Context: an optimization exercise on an open-source flow, tuned for small area, a short achievable clock period and few clock cycles. The choices shown serve that exercise and are no tape-out recipe.
Where RTL was checked, it was by simulation tests only, not by an equivalence proof against the original.

alpha:
## Mips_Top
module Mips_Top (
  input     wire              CLK,
  input     wire              RST,
  output    wire    [31:0]    PC,
  input     wire    [31:0]    Instr,
  output    wire    [31:0]    DataAddr,
  output    wire    [31:0]    WriteData,
  output    wire              MemWrite,
  input     wire    [31:0]    ReadData);
  localparam [5:0] OP_R    = 6'b000000;
  localparam [5:0] OP_ADDI = 6'b001000;
  localparam [5:0] OP_LW   = 6'b100011;
  localparam [5:0] OP_SW   = 6'b101011;
  localparam [5:0] OP_BEQ  = 6'b000100;
  localparam [5:0] OP_J    = 6'b000010;
  localparam [2:0] ALU_ADD = 3'd0;
  localparam [2:0] ALU_SUB = 3'd1;
  localparam [2:0] ALU_AND = 3'd2;
  localparam [2:0] ALU_OR  = 3'd3;
  localparam [2:0] ALU_SLT = 3'd4;
  localparam [2:0] ALU_MUL = 3'd5;
  reg  [31:0] pc_q;
  reg         e_valid;
  reg         e_we, e_lw, e_sw, e_beq, e_mul, e_imm;
  reg  [2:0]  e_op;
  reg  [4:0]  e_dst;
  reg  [15:0] e_immv;
  reg  [31:0] e_A, e_B;
  reg         e_fam, e_faw, e_fbm, e_fbw;    
  reg         m_valid;
  reg         m_we, m_lw, m_mul;
  reg  [4:0]  m_dst;
  reg  [31:0] m_alu, m_c;
  reg  [15:0] m_ah;
  reg  [16:0] m_bh;
  reg  [31:0] da_q, wd_q;
  reg         mw_q;
  reg         w_valid;
  reg  [4:0]  w_dst;
  reg  [31:0] w_data;
  wire [31:0] rf_rd1, rf_rd2;
  ...
Size in the first run: ~1400 flip-flops, ~71000 um^2 of cells after synthesis.
Settings: LEC_CHECK=0, CAP_MARGIN=20, CORE_MARGIN=2, CORE_UTILIZATION=40, CTS_CLUSTER_DIAMETER=100, CTS_CLUSTER_SIZE=25, SLEW_MARGIN=20; clock period 24.0 ns.
standard.sh (not shown) runs the stock make flow with config.mk's settings and CLKGATE_MAP_FILE= SYNTH_SCRIPT=/design/flow/synth_recipe.tcl, a recipe that flattens the netlist after the stock synthesis.
==> flow/flow/run.sh <==
#!/bin/bash
# The standard ORFS layout (standard.sh), in two calls:
#  1. synthesis and floorplan with no setup margin, so the floorplan's
#     timing repair (which sees no wires yet) leaves the netlist alone;
#  2. the rest, with repair_timing asked for a setup slack margin, so the
#     placed design is repaired towards a shorter achieved period.
# The design is laid out and signed off at the design's clock and
# constraints throughout.
set -euo pipefail
bash standard.sh SETUP_SLACK_MARGIN=0 floorplan > standard_floorplan.log 2>&1
bash standard.sh SETUP_SLACK_MARGIN=17.9 finish > standard.log 2>&1
alpha: flow completed, timing, DRC and antenna clean
Inputs modified between alpha and beta:
--- a/flow/design.v
+++ b/flow/design.v
@@ -1042,18 +1042,20 @@
   reg  [4:0]  m_dst;
   reg  [31:0] m_alu, m_c;
   reg  [15:0] m_ah;
   reg  [16:0] m_bh;
   reg  [31:0] da_q, wd_q;
   reg         mw_q;
   reg         w_valid;
   reg  [4:0]  w_dst;
   reg  [31:0] w_data;
+  wire        m_wen;           
+  wire [31:0] m_res;           
   wire [31:0] rf_rd1, rf_rd2;
   Register_File U_Register_File (
     .CLK(CLK), .RST(RST),
     .RA1(Instr[25:21]), .RA2(Instr[20:16]),
     .WE(m_wen), .WA(m_dst), .WD(m_res),
     .RD1(rf_rd1), .RD2(rf_rd2));
   wire [5:0]  f_op  = Instr[31:26];
   wire [4:0]  f_rs  = Instr[25:21];
   wire [4:0]  f_rt  = Instr[20:16];
@@ -1063,19 +1065,18 @@
   wire f_isaddi = (f_op == OP_ADDI);
   wire f_islw   = (f_op == OP_LW);
   wire f_issw   = (f_op == OP_SW);
   wire f_isbeq  = (f_op == OP_BEQ);
   wire f_isj    = (f_op == OP_J);
   wire [5:0] f_blo = {1'b0, pc_q[6:2]} + 6'd1 + {1'b0, Instr[4:0]};
   wire f_isbu   = f_isbeq & (f_rs == f_rt) & (Instr[15:5] == 11'd0) & ~f_blo[5];
   wire f_isbc   = f_isbeq & ~f_isbu;
   wire f_use_rs = f_isr | f_isaddi | f_islw | f_issw | f_isbc;
-  wire f_use_rt = f_isr | f_issw | f_isbc;
   reg  [2:0] f_aluop;
   always @(*) begin
     f_aluop = ALU_ADD;
     if (f_isr) begin
       case (f_fn)
         6'b100010: f_aluop = ALU_SUB;
         6'b100100: f_aluop = ALU_AND;
         6'b100101: f_aluop = ALU_OR;
         6'b101010: f_aluop = ALU_SLT;
@@ -1105,20 +1106,20 @@
       ALU_MUL: alu = mul_s;
       default: alu = sum[31:0];
     endcase
   end
   wire        e_taken = e_valid & e_beq & (srcA == rtv);
   wire [29:0] e_tgt   = pc_q[31:2] + {{14{e_immv[15]}}, e_immv};
   wire [31:0] mul_s2, mul_c2;
   Mul_CSA2 U_Mul_CSA2 (.S(m_alu), .C(m_c), .A(m_ah), .B(m_bh), .S2(mul_s2), .C2(mul_c2));
   wire [31:0] mulres = mul_s2 + mul_c2;
-  wire [31:0] m_res  = m_lw ? ReadData : (m_mul ? mulres : m_alu);
-  wire        m_wen  = m_valid & m_we;
+  assign m_res = m_lw ? ReadData : (m_mul ? mulres : m_alu);
+  assign m_wen = m_valid & m_we;
   assign PC        = pc_q;
   assign DataAddr  = da_q;
   assign WriteData = wd_q;
   assign MemWrite  = mw_q;
   wire [31:0] pc4   = pc_q + 32'd4;
   wire [29:0] f_btg   = {pc4[31:7], f_blo[4:0]};
   wire        s_e  = RST & e_taken;
   wire        s_h  = RST & ~e_taken & f_stall;
   wire        s_j  = RST & ~e_taken & ~f_stall & f_isj;
- The flow did not stop early for beta: all stages ran, and the layout cleared the timing, design-rule and antenna checks.
- Comparing beta against alpha, there is no change at all in total of clock buffers placed in the layout.
- beta against alpha: total I/O pin count flat, required time at the worst-slack endpoint flat.
- As far as detailed-route wire length goes, alpha and beta are indistinguishable; the numbers are identical.
- As far as starting density of the core goes, alpha and beta are indistinguishable; the numbers are identical.
- Diff alpha -> beta: core utilization now sits at about the same level; layout cell share with drive strength beyond 1 neither gained nor lost much; number of rows in the core area shows no meaningful change.
- beta against alpha: number of post-CTS setup repair buffers now sits at about the same level, peak clock frequency supported by timing now sits at about the same level, setup slack now sits at about the same level.
Testbench counts of beta, summed over its fixed seeds: cycles 35,985.
Only the layout flow was run in alpha; the RTL was not checked for function there.

## afterwards: timing with drivers on the ports
Ports are ideal in the flow. The routed layouts listed here were re-timed in OpenROAD. Step 1 (the two cells are an assumption about what drives the block):
set clk [get_ports {CLK}]
set_driving_cell -lib_cell sky130_fd_sc_hd__clkbuf_16 $clk
set_driving_cell -lib_cell sky130_fd_sc_hd__buf_2 [delete_from_list [all_inputs] $clk]
Step 2 moves the port delays by t, midway between the first and last clock arrival at a register: inputs arrive t later, outputs are due t later. That takes back most of the time a late clock gives input paths. Slacks: ideal ports / drivers / drivers and shift; pairs: ideal ports / drivers.
run | shift t [ns] | setup slack, ns | worst register clock-pin slew, ns
alpha | 0.837 | 17.814 / 17.831 / 16.995 | 0.11 / 0.11
beta | 0.837 | 17.814 / 17.831 / 16.995 | 0.11 / 0.11
After both steps every run listed still meets setup and hold.
